This is an optimization exercise on Yosys and OpenROAD, whose aim is small area and a short achievable clock period, not a production implementation. Only simulation tests tie the RTL to the original design; equivalence was not proved. Power and IR drop assume default switching activity.

[design.v]
module fullHashDES(
    input clk,
    input M_valid,
    input rst_n,
    input [63 : 0] C_in,
    input [7 : 0] M,
    output reg hash_ready,
    output [31 : 0] digest_out
);
    localparam [31:0] H_INIT = {4'h3, 4'h0, 4'hF, 4'hD, 4'h1, 4'h7, 4'hB, 4'h4};
    function automatic [3:0] sbox(input [5:0] i);
        case (i)
            6'd0: sbox = 4'd2;
            6'd1: sbox = 4'd14;
            6'd2: sbox = 4'd12;
            6'd3: sbox = 4'd11;
            6'd4: sbox = 4'd4;
            6'd5: sbox = 4'd2;
            6'd6: sbox = 4'd1;
            6'd7: sbox = 4'd12;
            6'd8: sbox = 4'd7;
            6'd9: sbox = 4'd4;
            6'd10: sbox = 4'd10;
            6'd11: sbox = 4'd7;
            6'd12: sbox = 4'd11;
            6'd13: sbox = 4'd13;
            6'd14: sbox = 4'd6;
            6'd15: sbox = 4'd1;
            6'd16: sbox = 4'd8;
            6'd17: sbox = 4'd5;
            6'd18: sbox = 4'd5;
            6'd19: sbox = 4'd0;
            6'd20: sbox = 4'd3;
            6'd21: sbox = 4'd15;
            6'd22: sbox = 4'd15;
            6'd23: sbox = 4'd12;
            6'd24: sbox = 4'd13;
            6'd25: sbox = 4'd3;
            6'd26: sbox = 4'd0;
            6'd27: sbox = 4'd9;
            6'd28: sbox = 4'd14;
            6'd29: sbox = 4'd8;
            6'd30: sbox = 4'd9;
            6'd31: sbox = 4'd6;
            6'd32: sbox = 4'd4;
            6'd33: sbox = 4'd11;
            6'd34: sbox = 4'd2;
            6'd35: sbox = 4'd8;
            6'd36: sbox = 4'd1;
            6'd37: sbox = 4'd12;
            6'd38: sbox = 4'd11;
            6'd39: sbox = 4'd7;
            6'd40: sbox = 4'd12;
            6'd41: sbox = 4'd1;
            6'd42: sbox = 4'd13;
            6'd43: sbox = 4'd14;
            6'd44: sbox = 4'd7;
            6'd45: sbox = 4'd2;
            6'd46: sbox = 4'd8;
            6'd47: sbox = 4'd13;
            6'd48: sbox = 4'd15;
            6'd49: sbox = 4'd6;
            6'd50: sbox = 4'd9;
            6'd51: sbox = 4'd15;
            6'd52: sbox = 4'd12;
            6'd53: sbox = 4'd0;
            6'd54: sbox = 4'd5;
            6'd55: sbox = 4'd9;
            6'd56: sbox = 4'd6;
            6'd57: sbox = 4'd12;
            6'd58: sbox = 4'd3;
            6'd59: sbox = 4'd4;
            6'd60: sbox = 4'd0;
            6'd61: sbox = 4'd5;
            6'd62: sbox = 4'd14;
            6'd63: sbox = 4'd3;
            default: sbox = 4'd0;
        endcase
    endfunction
    function automatic [3:0] rotl(input [3:0] x, input integer r);
        rotl = (r == 0) ? x : ((x << r) | (x >> (4 - r)));
    endfunction
    function automatic [31:0] perm(input [31:0] h);
        integer i;
        for (i = 0; i < 8; i = i + 1)
            perm[4*i +: 4] = rotl(h[4*((i+1)%8) +: 4], i/2);
    endfunction
    function automatic [31:0] perm2(input [31:0] h);
        perm2 = perm(perm(h));
    endfunction
    function automatic [31:0] perm3(input [31:0] h);
        perm3 = perm(perm2(h));
    endfunction
    function automatic [31:0] perm4(input [31:0] h);
        perm4 = perm2(perm2(h));
    endfunction
    function automatic [31:0] perm7(input [31:0] h);
        perm7 = perm3(perm4(h));
    endfunction
    function automatic [31:0] tmap(input [3:0] u);
        tmap = {rotl(u, 2), rotl(u, 1), u, rotl(u, 2), rotl(u, 2), rotl(u, 3), u, u};
    endfunction
    function automatic [3:0] ubits(input [3:0] s);
        ubits = {s[1]^s[2], s[0]^s[1], s[0]^s[3], s[2]^s[3]};
    endfunction
    function automatic [2:0] ubox3(input [5:0] i);
        case (i)
            6'd0: ubox3 = 3'd4;
            6'd1: ubox3 = 3'd6;
            6'd2: ubox3 = 3'd2;
            6'd3: ubox3 = 3'd1;
            6'd4: ubox3 = 3'd1;
            6'd5: ubox3 = 3'd4;
            6'd6: ubox3 = 3'd6;
            6'd7: ubox3 = 3'd2;
            6'd8: ubox3 = 3'd3;
            6'd9: ubox3 = 3'd1;
            6'd10: ubox3 = 3'd7;
            6'd11: ubox3 = 3'd3;
            6'd12: ubox3 = 3'd1;
            6'd13: ubox3 = 3'd4;
            6'd14: ubox3 = 3'd5;
            6'd15: ubox3 = 3'd6;
            6'd16: ubox3 = 3'd3;
            6'd17: ubox3 = 3'd7;
            6'd18: ubox3 = 3'd7;
            6'd19: ubox3 = 3'd0;
            6'd20: ubox3 = 3'd2;
            6'd21: ubox3 = 3'd0;
            6'd22: ubox3 = 3'd0;
            6'd23: ubox3 = 3'd2;
            6'd24: ubox3 = 3'd4;
            6'd25: ubox3 = 3'd2;
            6'd26: ubox3 = 3'd0;
            6'd27: ubox3 = 3'd5;
            6'd28: ubox3 = 3'd6;
            6'd29: ubox3 = 3'd3;
            6'd30: ubox3 = 3'd5;
            6'd31: ubox3 = 3'd5;
            6'd32: ubox3 = 3'd1;
            6'd33: ubox3 = 3'd1;
            6'd34: ubox3 = 3'd4;
            6'd35: ubox3 = 3'd3;
            6'd36: ubox3 = 3'd6;
            6'd37: ubox3 = 3'd2;
            6'd38: ubox3 = 3'd1;
            6'd39: ubox3 = 3'd3;
            6'd40: ubox3 = 3'd2;
            6'd41: ubox3 = 3'd6;
            6'd42: ubox3 = 3'd4;
            6'd43: ubox3 = 3'd6;
            6'd44: ubox3 = 3'd3;
            6'd45: ubox3 = 3'd4;
            6'd46: ubox3 = 3'd3;
            6'd47: ubox3 = 3'd4;
            6'd48: ubox3 = 3'd0;
            6'd49: ubox3 = 3'd5;
            6'd50: ubox3 = 3'd5;
            6'd51: ubox3 = 3'd0;
            6'd52: ubox3 = 3'd2;
            6'd53: ubox3 = 3'd0;
            6'd54: ubox3 = 3'd7;
            6'd55: ubox3 = 3'd5;
            6'd56: ubox3 = 3'd5;
            6'd57: ubox3 = 3'd2;
            6'd58: ubox3 = 3'd2;
            6'd59: ubox3 = 3'd1;
            6'd60: ubox3 = 3'd0;
            6'd61: ubox3 = 3'd7;
            6'd62: ubox3 = 3'd6;
            6'd63: ubox3 = 3'd2;
            default: ubox3 = 3'd0;
        endcase
    endfunction
    function automatic [31:0] absorb(input [31:0] h, input [3:0] u);
        absorb = perm4(h) ^ tmap(u);
    endfunction
    function automatic [31:0] kfin(input [15:0] l);
        reg [3:0] s6, s7;
        begin
            s6 = sbox({l[15]^l[9], l[11], l[10], l[13]^l[8], l[12], l[14]});
            s7 = sbox({l[7]^l[1], l[3], l[2], l[5]^l[0], l[4], l[6]});
            kfin = {rotl(s7, 3), rotl(s6, 3), rotl(4'd2, 2), rotl(4'd2, 2),
                    rotl(4'd2, 1), rotl(4'd2, 1), 4'd2, 4'd2};
        end
    endfunction
    reg busy;
    reg take;        
    reg pend;
    reg [2:0] u_r;
    reg [15:0] q;
    reg [31:0] g;
    wire [15:0] L = C_in[15:0];
    wire start = !busy && M_valid;
    wire recv = take && M_valid;
    wire done = busy && !take && !pend;
    wire [31:0] g_base = H_INIT ^ (L[0] ? perm3(kfin(L)) : perm7(kfin(L)));
    always @(posedge clk or negedge rst_n) begin
        if (!rst_n) begin
            busy <= 1'b0;
            hash_ready <= 1'b0;
        end else if (start) begin
            busy <= 1'b1;
            hash_ready <= 1'b0;
        end else if (done) begin
            busy <= 1'b0;
            hash_ready <= 1'b1;
        end
    end
    always @(posedge clk) begin
        if (!busy) take <= M_valid && (|L[15:1]);
        else if (recv) take <= (|q[15:2]) || (q[1] && q[0]);
    end
    always @(posedge clk) begin
        u_r <= ubox3({M[3]^M[2], M[1], M[0], M[7], M[6], M[5]^M[4]});
        if (!busy) begin
            q <= L;
            pend <= M_valid && (L != 16'd0);
        end else begin
            q <= q - {15'd0, recv};
            pend <= recv;
        end
        if (start) g <= g_base;
        else if (pend) g <= absorb(g, {^u_r, u_r});
    end
    wire [31:0] dg = perm(g);
    assign digest_out = {dg[3:0], dg[7:4], dg[11:8], dg[15:12],
                         dg[19:16], dg[23:20], dg[27:24], dg[31:28]};
endmodule
[constraint.sdc]
create_clock -name core_clock -period 3.3 [get_ports {clk}]
set_input_delay 0.6600 -clock core_clock [delete_from_list [all_inputs] [get_ports {clk}]]
set_output_delay 0.6600 -clock core_clock [all_outputs]
set_load 0.01 [all_outputs]
[flow/run.sh]
#!/bin/bash
# Own layout flow: the standard ORFS flow (standard.sh), with two changes:
#  - synthesis: ORFS's synth.tcl with the extract_fa step skipped and
#    flow/abc.script as ABC's mapping script (registers are mapped exactly as
#    in the standard synthesis: same dfflibmap, names and cell types);
#  - port buffers: buf_1 cells (BUFFER_PORTS_ARGS) in place of ORFS's default.
# Every tool's output goes to a log file in this folder (and ORFS's own logs).
set -euo pipefail
W=$PWD
F=$W/flow

# synthesis script: a patched copy of ORFS's synth.tcl
python3 - "$FLOW_HOME/scripts/synth.tcl" "$W/own_synth.tcl" "$F/abc.script" > "$W/own_synth_patch.log" 2>&1 <<'PY'
import sys
src, dst, abc = sys.argv[1:4]
s = open(src).read()
pre = "source $::env(SCRIPTS_DIR)/synth_preamble.tcl"
fa = "  extract_fa {*}[dont_use_extract_fa_args]"
assert s.count(pre) == 1 and s.count(fa) == 1
s = s.replace(pre, pre + "\nset abc_args [lreplace $abc_args 1 1 {%s}]" % abc)
s = s.replace(fa, "  # extract_fa skipped")
open(dst, "w").write(s)
print("patched", src, "->", dst)
PY
sed "s#source \$::env(SCRIPTS_DIR)/synth.tcl#source $W/own_synth.tcl#" synth_recipe.tcl > "$W/own_synth_recipe.tcl"
grep -q "source $W/own_synth.tcl" "$W/own_synth_recipe.tcl"

bash standard.sh SYNTH_SCRIPT="$W/own_synth_recipe.tcl" \
  "BUFFER_PORTS_ARGS=-buffer_cell sky130_fd_sc_hd__buf_1" finish > "$W/own_flow_make.log" 2>&1
test -s out/final.def
[flow/abc.script]
strash
dch
map
topo
buffer
upsize
dnsize
[standard.sh]
#!/bin/bash
# synth_recipe.tcl (not shown) runs the flow's synth.tcl, then flattens the netlist and writes it again
# the make line also repeats each setting of config.mk as NAME=value (left out here)
make -C /OpenROAD-flow-scripts/flow DESIGN_CONFIG=/design/flow/config.mk WORK_HOME=/design/flow/orfs CLKGATE_MAP_FILE= SYNTH_SCRIPT=/design/flow/synth_recipe.tcl "${@:-finish}"
[config.mk]
export PLATFORM = sky130hd
export DESIGN_NAME = fullHashDES
export DESIGN_NICKNAME = fullHashDES
export VERILOG_FILES = /design/flow/design.v
export SDC_FILE = /design/flow/constraint.sdc
export NUM_CORES = 4
export LEC_CHECK = 0
export CAP_MARGIN = 20
export CORE_MARGIN = 2
export CORE_UTILIZATION = 40
export SETUP_SLACK_MARGIN = 1.6
export SLEW_MARGIN = 20
==> results of run 1 <==
==> worst max-delay path by stage <==
stage	to	cells after the start
finish	g[14]	8
global placement	g[1]	9
global route	g[14]	8
CTS	g[16]	3
floorplan	g[14]	8
detailed placement	g[17]	8
==> synth_stat cells, types with 3 or more instances <==
library cell	number	area (µm²)
a31oi_1	28	175
nand2_1	88	330
edfxtp_1	33	991
o21ai_1	5	25.0
nand4_1	16	100
nor3_1	9	45.0
xor2_1	6	52.6
o21ai_0	32	160
nand3_1	99	495
a21boi_0	3	22.5
a21oi_1	32	160
buf_2	14	70.1
o211ai_1	12	90.1
xnor2_1	11	96.3
nor2_1	55	206
clkbuf_1	10	37.5
dfxtp_1	20	400
a22oi_1	3	22.5
nand3b_1	3	22.5
nand2b_1	3	18.8
inv_1	39	146
==> registers in the layout (all words and copies together) (netlist names) <==
signal      count
u_r             3
g              32
pend            1
hash_ready      1
q              16
take            1
busy            1
==> worst max-delay path: cells and delay by family <==
kind / cells / cell delay [ns]
and+or+nand+nor: 6 / 0.83
AOI/OAI and AO/OA: 1 / 0.18
buffers and inverters: 1 / 0.11
==> logic make-up (layout without fill, tap and decap cells) <==
family                    count (synthesis)  in the layout
and+or+nand+nor                         290            294
AOI/OAI and AO/OA                       125            125
buffers and inverters                    68            125
DFF                                      55             55
xor gates and xnor gates                 17             17
==> per-layer routing <==
| layer | global-route usage, % | share of wire, % | up-vias |
|---|---|---|---|
| met3 | 2.15 | 6.0 | 16 |
| met1 | 30.1 | 44 | 2029 |
| met2 | 35.9 | 48 | 175 |
| li1 | - | - | 2100 |
| met4 | 8.40 | 1.7 | 0 |
| met5 | 0 | 0 | - |
==> power by group through the flow <==
stage                     Combinational [mW]  Clock, mW  Sequential (mW)
final                                   1.43      0.469             1.54
after global routing                    1.62      0.504             1.60
after CTS                               1.36      0.479             1.55
after detailed placement                1.32          0             1.55
after global placement                  1.29          0             1.53
after floorplan                        0.899          0             1.54
==> stage by stage <==
| step | cell area (µm²) | utilization, % | instances |
|---|---|---|---|
| 6_report | 4790 | 49.5 | 749 |
| 5_1_grt | 4790 | 49.5 | 749 |
| 4_1_cts | 4590 | 47.4 | 741 |
| 3_5_place_dp | 4320 | 44.6 | 725 |
| 3_3_place_gp | 4320 | 44.6 | 725 |
| 2_1_floorplan | 4060 | - | 555 |
==> area by class of cell <==
type	count	area, µm²	area share, %
clock inverter	2	38.8	0.809
sequential	55	1450	30.3
clock buffer	6	72.6	1.51
multi-input combinational	436	2490	51.9
tap	133	166	3.47
timing repair buffer	75	407	8.48
inverter	42	168	3.50
==> timing repair <==
item / CTS / global route
setup endpoints to repair: 68 / 52
pin swaps: 9 / 15
hold buffers: 0 / 0
setup buffers: 5 / 7
gates cloned: 3 / 1
resized for setup: 40 / 46
==> flow_summary.json, run 1 <==
{
  "synthArstFlopShare_pct": 3.64,
  "synth_top_family_by_area": "simple AND/OR/NAND/NOR gates",
  "synth-seq-cells": 55,
  "holdCritPathClass": "primary input to async pin",
  "status": "finished clean",
  "die_h_um": 103,
  "fmax_mhz": 591,
  "synth-seq-area-share_pct": 36.5,
  "startpoint": "C_in[13]",
  "seqPwrFrac_pct": 44.7,
  "synth-simple-area-share_pct": 34.1,
  "worst_hold_slack_ns": 0.125,
  "initial_core_util_pct": 40.8,
  "synth_edf_count": 33,
  "drt_first_pass_iters": 5,
  "antenna_cells": 0,
  "internal-power_mw": 2.01,
  "crit_required_ns": 3.38,
  "layout_common_cells": "nand3_1, nand2_1, nor2_1",
  "vdd_drop_max_v": 0.000327,
  "synth_compound_area_share_pct": 18.6,
  "drv_cap": 0,
  "slew_violations": 0,
  "post_drt_wl_per_cell_um": 15.5,
  "period_share_pct": 51.3,
  "critPathLaunchType": "primary input",
  "clkPwrFrac_pct": 13.6,
  "die_area_um2": 10700,
  "drt_iter0_markers": 327,
  "h-tree-depth": 2,
  "drc_errors": 0,
  "hold_viol_final": 0,
  "rsz0062_at_grt": "true",
  "reg2reg_setup_slack_ns": 1.66,
  "drive_above_1_share_pct": 15.1,
  "period_minus_slack_ns": 1.69,
  "slew_headroom_pct": 70.9,
  "yosysWarnings": 1,
  "setup_tns_ns": 0,
  "p_total_mw": 3.44,
  "p_sw_share_pct": 41.7,
  "power.switching_mw": 1.44,
  "dp_hpwl_mm": 8.04,
  "cp_slowest_stage_delay_ns": 0.27,
  "rows": 36,
  "power_density_nw_per_um2": 718,
  "timing.rr.end": "g[6]",
  "grt_overflow": 0,
  "clk_path_buf_depth": 2,
  "areaGrowthSynthToFinish_pct": 21.3,
  "reg2reg_depth": 3,
  "synth_cell_types": 44,
  "gp_congestion": 0.925,
  "clk_pin_slew_worst_paths_ns": 0.11,
  "synthFlopType": "edfxtp_1",
  "portBuffers": 59,
  "p_comb_share_pct": 41.7,
  "synth_nets": 630,
  "crit_slowest_cell": "or2_4",
  "layout_commonest_cell": "nand3_1",
  "crit_type": "primary input to register",
  "postSynthCellCount": 555,
  "power_leakage_nw": 1.94,
  "grt_pass1_wl_mm": 18.8,
  "syn_area_um2": 3950,
  "synthAdderAreaFrac_pct": 0,
  "finalWirelength_mm": 11.6,
  "ant_nets": 0,
  "fill_cells": 989,
  "grt_max_degree": 31,
  "dpl_worst_slack_ns": 0.956,
  "numCtsBuffers": 5,
  "vias": 4320,
  "grt_pass1_vias": 3838,
  "pin_count": 108,
  "syn-mean-instance-area_um2": 7.12,
  "grt_antenna_before_repair": 0,
  "r2r_start": "busy",
  "worstPathMaxFanout": 6,
  "cp_cell_sequence": "buf_12 > or2_4 > nand4_1 > nand2_1 > o211ai_1 > nand3_1 > nand3_1 > nand2_1",
  "skew_ns": 0.00580,
  "die_w_um": 103,
  "finalNetCount": 690,
  "clkLatencyLatePin_ns": 0.32,
  "cts.sinks": 55,
  "worst_setup_path_end_kind": "register",
  "tritoncts": "done",
  "vias_per_cell": 5.77,
  "coreArea_um2": 9680,
  "cts_root_buf": "clkbuf_8",
  "grt_usage_pct": 22.0,
  "synth_xor_area_share_pct": 3.77,
  "setup_viol": 0,
  "arrival_ns": 1.77,
  "synthMuxAreaShare_pct": 0,
  "worstMarginPinSlew_ns": 0.436,
  "fin_ws_ns": 1.61
}
==> run 2, diff against run 1 <==
--- a/config.mk
+++ b/config.mk
@@ -8,5 +8,5 @@
 export CAP_MARGIN = 20
 export CORE_MARGIN = 2
 export CORE_UTILIZATION = 40
-export SETUP_SLACK_MARGIN = 1.6
+export SETUP_SLACK_MARGIN = 1.65
 export SLEW_MARGIN = 20
==> run 2 against run 1 <==
Clock power decreased by 16%. Worst setup slack improved by 0.081 ns. Sequential power barely moved. Highest routed layer unchanged. Sequential share of layout area fell by 0.71 points. Fmax grew 5.0%. Still clean on timing, DRC and antenna. Critical endpoint is now g[29]. Non-clock buffer count up 3. Global-route usage down 0.97 points. Register-to-register slack better by 0.06 ns. Die area unchanged.
==> flow_summary.json, run 2 <==
{
  "grt_max_degree": 31,
  "largestRegisters": "g (32), q (16), u_r (3)",
  "postSynthCellCount": 555,
  "met2_usage_pct": 34.3,
  "synthFlopType": "edfxtp_1",
  "period_minus_slack_ns": 1.61,
  "critPathLaunchType": "primary input",
  "die_w_um": 103,
  "hold_viol_final": 0,
  "clkPwrFrac_pct": 11.7,
  "ant_nets": 0,
  "synth_edf_count": 33,
  "use_met3_pct": 1.88,
  "post_drt_wl_per_cell_um": 14.7,
  "critPathBufInv": 1,
  "initial_core_util_pct": 40.8,
  "arrival_ns": 1.70,
  "grtUsageMet1_pct": 29.5,
  "vdd_drop_max_v": 0.000275,
  "yosysWarnings": 1,
  "syn_area_um2": 3950,
  "setup_tns_ns": 0,
  "cp_slowest_stage_delay_ns": 0.27,
  "numCtsBuffers": 5,
  "setup_viol": 0,
  "holdCritPathClass": "primary input to async pin",
  "drc_errors": 0,
  "drt_first_pass_iters": 5,
  "drive_above_1_share_pct": 17.0,
  "dp_hpwl_mm": 7.81,
  "fmax_mhz": 621,
  "worst_setup_path_end_kind": "register",
  "p_total_mw": 3.38,
  "grt_overflow": 0,
  "coreArea_um2": 9680,
  "worstPathMaxFanout": 6,
  "slew_violations": 0,
  "worstMarginPinSlew_ns": 0.532,
  "largest_reg_flops": 32,
  "pin_count": 108,
  "vias_per_cell": 5.63,
  "layout_commonest_cell": "nand3_1",
  "p_comb_share_pct": 43.7,
  "cts_root_buf": "clkbuf_8",
  "synth-seq-area-share_pct": 36.5,
  "cts_hold_buf": 0,
  "synth_nets": 630,
  "grt_antenna_before_repair": 0,
  "yosys.area.top_type": "edfxtp_1",
  "rows": 36,
  "power.switching_mw": 1.43,
  "cts.sinks": 55,
  "power_leakage_nw": 1.96,
  "finalNetCount": 693,
  "fin_util_pct": 50.6,
  "syn-mean-instance-area_um2": 7.12,
  "clkLatencyLatePin_ns": 0.32,
  "finalWirelength_mm": 11.0,
  "synthTopCellsByArea": "edfxtp_1, nand3_1, dfxtp_1",
  "antenna_cells": 0,
  "drv_cap": 0,
  "yosysMostFrequentCell": "nand3_1",
  "die_area_um2": 10700,
  "cp_cell_sequence": "buf_12 > or2_4 > nand3_1 > o211ai_1 > nand3_1 > nand3_1 > nand3_1 > nand2_1",
  "grt.busiest_layer": "met2",
  "seqPwrFrac_pct": 44.6,
  "synth-seq-cells": 55,
  "top_register": "g",
  "skew_ns": 0.0112,
  "drt_iter0_markers": 199,
  "grt_pass1_wl_mm": 18.3,
  "cp_top_family": "simple AND/OR/NAND/NOR gates",
  "startpoint": "C_in[8]",
  "r2r_start": "busy",
  "internal-power_mw": 1.95,
  "power_density_nw_per_um2": 689,
  "rsz0062_at_grt": "true",
  "synth_cell_types": 44,
  "synth_top_area_share_pct": 25.1,
  "grt_usage_pct": 21.0,
  "crit_required_ns": 3.39,
  "portBuffers": 59,
  "crit_type": "primary input to register",
  "areaGrowthSynthToFinish_pct": 24.1,
  "crit_slowest_cell": "or2_4",
  "clk_path_buf_depth": 2,
  "period_share_pct": 48.8,
  "slew_headroom_pct": 64.2,
  "die_h_um": 103,
  "tritoncts": "done",
  "synthArstFlopShare_pct": 3.64,
  "gp_congestion": 0.886,
  "clk_pin_slew_worst_paths_ns": 0.10,
  "grt_pass1_vias": 3778,
  "layout_common_cells": "nand3_1, nand2_1, nor2_1",
  "worst_path_most_repeated_cell": "nand3_1",
  "status": "finished clean",
  "h-tree-depth": 2,
  "vias": 4232,
  "p_sw_share_pct": 42.4,
  "synthTopCellsByCount": "nand3_1, nand2_1, nor2_1"
}
[run 2: cell counts after synthesis]
Identical to the previous run, type by type.
[run 2: final cells by class]
| type | count | area [µm²] |
|---|---|---|
| Fill cell | 983 | 4780 |
| Inverter | 42 | 204 |
| Sequential cell | 55 | 1450 |
| Timing Repair Buffer | 78 | 448 |
| Clock buffer | 5 | 68.8 |
| Clock inverter | 3 | 22.5 |
| Multi-Input combinational cell | 436 | 2540 |
| Tap cell | 133 | 166 |
[run 2: repair_timing]
action,CTS,global route
endpoints found under the setup margin,68,62
resized for setup,61,38
pin swaps,17,12
cloned,4,0
setup buffers,9,4
[run 2: cell families after synthesis]
logic type      count (synthesis)  share of synthesized area, %
compound gates                125                          18.6
xor+xnor                       17                          3.77
buf+inv                        68                          7.09
flops                          55                          36.5
simple gates                  290                          34.1
[run 2: power groups by stage]
stage	Combinational [mW]	Clock, mW	Sequential, mW
after CTS	1.43	0.409	1.50
final	1.48	0.396	1.51
after global routing	1.67	0.437	1.56
after floorplan	0.908	0	1.54
after global placement	1.33	0	1.49
after detailed placement	1.36	0	1.50
[run 2: worst register-to-register path, cell delays in order, from the launching register on]
cell     delay [ns]
dfrtp_1        0.37
buf_4          0.22
nor2_4         0.16
buf_6          0.24
or2_2          0.30
[run 2: metal layers]
layer,routed length [µm],share of wire (%),up-vias
met5,0,0,-
met4,208,1.9,0
met3,518,4.7,16
met2,5320,48,140
met1,5000,45,1951
li1,-,-,2125
[run 2: worst paths after layout]
kind,endpoint,depth (start not counted),slack (ns)
worst max register to register,g[28],4,1.72
worst min register to register,q[5],2,0.50
max in group asynchronous,busy,1,3.01
worst min-delay path,hash_ready,1,0.13
worst max-delay path,g[29],8,1.69
min in group core_clock,q[5],2,0.50
[run 2: through the flow]
step                worst slack, ns  cells  hold WS (ns)  cell area [µm²]
floorplan                      1.50    555         0.364             4140
global placement              0.811    727         0.477             4390
detailed placement            0.813    727         0.478             4390
CTS                            1.65    748         0.129             4740
global route                   1.58    752         0.123             4900
finish                         1.69    752         0.131             4900

[re-timing with driven ports]
How much do the figures lean on ideal ports? The routed layouts below were timed once more, with nothing changed but the port constraints. Step 1 sets driving cells, clkbuf_16 on the clock port and buf_2 on the other inputs (assumed; they add their load-dependent delay and slew). Step 2, shift: input delay + t, output delay - t, t = (earliest + latest rising clock arrival at the registers) / 2. This alone moves slack from input paths to output paths. a / b / c = ideal / step 1 / step 2; a / b = the first two.
run	shift t [ns]	setup WS [ns]	worst setup path after step 2	worst register clock-pin slew, ns	worst slew at a driven data input, ns
run 1	0.343	1.609 / 1.586 / 1.243	input to register	0.11 / 0.11	0.06
run 2	0.346	1.689 / 1.669 / 1.324	input to register	0.11 / 0.11	0.06
After both steps setup and hold are still met in every run listed. The setup slack of run 1, which loses most, moves by -0.023 ns with the drivers and by -0.366 ns with both steps.
